From an optimization exercise on the open Yosys and OpenROAD flow, aimed at small area, a short achievable clock period and few clock cycles; shortcuts taken in it are not production practice. In this exercise RTL edits were held to simulation tests only and were not proved equivalent to the original. No activity file was given, so power comes from the tool's default toggle rates.

## job 7339
Design Top, start of the top module:
module Top(
  input wire clock,
  input wire reset_n,
  input wire start,
  input wire [127:0] M1_ReadBus1,
  output wire [15:0] M1_ReadAddress1,
  input wire [35:0] M2_ReadBus1,
  input wire [19:0] M2_ReadBus2,
  output wire [15:0] M2_ReadAddress1,
  output wire [15:0] M2_ReadAddress2,
  output wire [127:0] M2_WriteBus,
  output wire [15:0] M2_WriteAddress,
  output wire M2_WriteEnable,
  input wire [127:0] M3_ReadBus1,
  output wire [15:0] M3_ReadAddress1,
  output wire [127:0] M3_WriteBus,
  output wire [15:0] M3_WriteAddress,
  output wire M3_WriteEnable,
  output wire [127:0] M4_WriteBus,
  output wire [15:0] M4_WriteAddress,
  output wire M4_WriteEnable
  );
Size: ~250 flip-flops, roughly 19,000 µm² of cells after synthesis.
Settings: LEC_CHECK=0, ABC_AREA=1, CAP_MARGIN=20, CORE_AREA=3 3 237 237, CTS_BUF_LIST=sky130_fd_sc_hd__clkbuf_8 sky130_fd_sc_hd__clkbuf_16, DIE_AREA=0 0 240 240, SETUP_SLACK_MARGIN=5, SLEW_MARGIN=20; clock period 8.0 ns.
standard.sh (not shown) runs the stock make flow with config.mk's settings and CLKGATE_MAP_FILE= SYNTH_SCRIPT=/design/flow/synth_recipe.tcl, a recipe that flattens the netlist after the stock synthesis.
==> flow/flow/run.sh <==
#!/bin/bash
set -euo pipefail
bash standard.sh 'BUFFER_PORTS_ARGS=-buffer_cell sky130_fd_sc_hd__buf_1' SETUP_SLACK_MARGIN=5.25 finish > make_finish.log 2>&1
Job 7339 was carried through to the last stage, and its layout satisfied the timing, design-rule and antenna checks.
Testbench counts of job 7339, summed over its fixed seeds: cycles 2,326,192.
Input-level comparison between job 7226 and job 7339:
==> flow/flow/run.sh <==
#!/bin/bash
set -euo pipefail
bash standard.sh 'BUFFER_PORTS_ARGS=-buffer_cell sky130_fd_sc_hd__buf_1' SETUP_SLACK_MARGIN=5.1 finish > make_finish.log 2>&1
--- outcome ---
Going from job 7339 to job 7226, the share of cell area taken by multi-input logic gates was found to have gone up by 2.2 points. Looking at capture point of the critical path, the M2_ReadAddress1[7] result is from job 7226; the M2_ReadAddress1[0] one comes from job 7339. Job 7226 ended up with a higher initial antenna violation count than job 7339 did. Job 7226 vs job 7339 — detailed-route wire length dropped slightly. Higher iteration-0 DRC count of the detailed router among job 7226 and job 7339: job 7339. Global-route wire length before repair on job 7226 is ahead of job 7339. Diff job 7339 -> job 7226: cell count now smaller; relative contribution of the clock network to total power now smaller; count of clock-buffer cells in the layout now smaller. Post-layout instance area down 6.1% in job 7226 wrt job 7339.
Edits applied to the flow inputs when going from job 7226 to job 2271:
- putting TNS_END_PERCENT at 10 where nothing was set
==> flow/flow/run.sh <==
#!/bin/bash
set -euo pipefail
bash standard.sh 'BUFFER_PORTS_ARGS=-buffer_cell sky130_fd_sc_hd__buf_1' finish > make_finish.log 2>&1
[summary]
- The termination of the worst setup path comes out M3_WriteBus[31] in one run and M2_ReadAddress1[7] in the other, namely in job 2271 and job 7226 respectively.
- Per the comparison of job 2271 with job 7226, net switching power of the design fell by 0.80%; wire length per cell after detailed routing fell by 0.50%; global routing met3 resource utilization fell by 0.46 points; final instance area fell by about 1.8%.
- Job 2271 against job 7226; number of vias per cell is down slightly.
- Summary: via total after detailed routing, job 2271 better than job 7226
- Summary of the comparison: combinational power is lower in job 2271, relative to job 7226.
- | number of non-clock inverters in the layout | job 7226 vs job 2271 | ≈ equal |
- The clock skew of job 2271 and that of job 7226 are within noise of each other.
Edits applied to the flow inputs when going from job 2271 to job 5014:
- a deleted TNS_END_PERCENT that had been 10
- a change of CTS_BUF_LIST from sky130_fd_sc_hd__clkbuf_8 sky130_fd_sc_hd__clkbuf_16 to sky130_fd_sc_hd__clkbuf_4 sky130_fd_sc_hd__clkbuf_8
--- outcome ---
The flow did not stop early for job 5014: all stages ran, and the layout cleared the timing, design-rule and antenna checks. Final instance area deteriorates in job 5014 relative to job 2271. Global-route track usage on met1: job 5014 < job 2271. Looking at worst hold slack, job 5014 sits below job 2271.
## Diff of input files: job 1262 against job 5014
- CTS_BUF_LIST changed from sky130_fd_sc_hd__clkbuf_4 sky130_fd_sc_hd__clkbuf_8 to sky130_fd_sc_hd__clkbuf_8 sky130_fd_sc_hd__clkbuf_16
Notes after the runs:
[compare] base=job 5014 new=job 1262: setup slack of the critical path after layout decreased by 0.015 ns relative to the old numbers; peak ir drop on the vdd network increased by 23% relative to the old numbers; internal reg-to-reg setup slack increased by 0.02 ns relative to the old numbers. Sort job 5014 and job 1262 by layout overhead on the synthesized area desc -> top: job 5014. Run comparison: job 5014 timing startpoint of the critical path asm[26]$_DFF_P_; job 1262 timing startpoint of the critical path ra1[7]$_DFFE_PP_.

========
Another version of the RTL of Top (not shown whole).
Size: ~2300 cells after synthesis, about 19000 um^2 of cells after synthesis.
Settings: LEC_CHECK=0, ABC_CLOCK_PERIOD_IN_PS=3500, CAP_MARGIN=20, CORE_AREA=3 3 237 237, DIE_AREA=0 0 240 240, SETUP_SLACK_MARGIN=4.5, SLEW_MARGIN=20; clock period 8.0 ns.
==> flow/flow/run.sh <==
#!/bin/bash
set -euo pipefail
bash standard.sh 'BUFFER_PORTS_ARGS=-buffer_cell sky130_fd_sc_hd__buf_1' finish > make_finish.log 2>&1
Testbench counts at the start, summed over its fixed seeds: cycles 2,326,192.
Rerun with:
--- a/flow/config.mk
+++ b/flow/config.mk
@@ -7,3 +7,3 @@
 export LEC_CHECK = 0
-export ABC_CLOCK_PERIOD_IN_PS = 3500
+export ABC_CLOCK_PERIOD_IN_PS = 3000
 export CAP_MARGIN = 20
@@ -11,3 +11,3 @@
 export DIE_AREA = 0 0 240 240
-export SETUP_SLACK_MARGIN = 4.5
+export SETUP_SLACK_MARGIN = 5
 export SLEW_MARGIN = 20
After rerunning: Global-route usage fell by 1.8 points. Sequential power barely changes. Synthesized cell count stays the same. Power rose by 0.98%. Core utilization rose by 0.86 points. Routed wire length fell by 3.4%. Fmax fell by 0.61%.
Rerun with:
--- a/flow/config.mk
+++ b/flow/config.mk
@@ -9,4 +9,4 @@
 export CAP_MARGIN = 20
-export CORE_AREA = 3 3 237 237
-export DIE_AREA = 0 0 240 240
+export CORE_MARGIN = 2
+export CORE_UTILIZATION = 40
 export SETUP_SLACK_MARGIN = 5
Outcome: With this change the flow ended with an error in I/O pin placement (3_2_place_iop). Area after synthesis stays the same. Synthesized cell count does not change.

[what the ideal ports hide]
The results above use ideal ports. As a check the final layouts listed here were re-extracted and re-timed, cells and wires unchanged.
Step 1 sets driving cells, clkbuf_16 on the clock port and buf_2 on the other inputs (assumed; they add their load-dependent delay and slew).
Step 2, shift: input delay + t, output delay - t, t = (earliest + latest rising clock arrival at the registers) / 2. This alone moves slack from input paths to output paths.
Three values: ideal ports, drivers, drivers and shift; two values: the first two.
| run | t (ns) | setup WS [ns] | cell pins on the clock port's net |
|---|---|---|---|
| job 7339 | 0.611 | 5.165 / 5.104 / 4.728 | 1 |
| job 7226 | 0.660 | 5.103 / 5.041 / 4.614 | 1 |
| job 2271 | 0.657 | 4.783 / 4.723 / 4.512 | 1 |
| job 5014 | 0.698 | 5.038 / 4.981 / 4.517 | 1 |
| job 1262 | 0.660 | 5.023 / 4.962 / 4.528 | 1 |
| the first run of note 2 | 0.611 | 3.655 / 3.655 / 3.655 | 1 |
| the second run of note 2 | 0.639 | 3.629 / 3.629 / 3.629 | 1 |
After both steps setup and hold are still met in every run listed. For job 5014, which loses most, drivers alone change the setup slack by -0.057 ns; drivers and shift together by -0.521 ns.
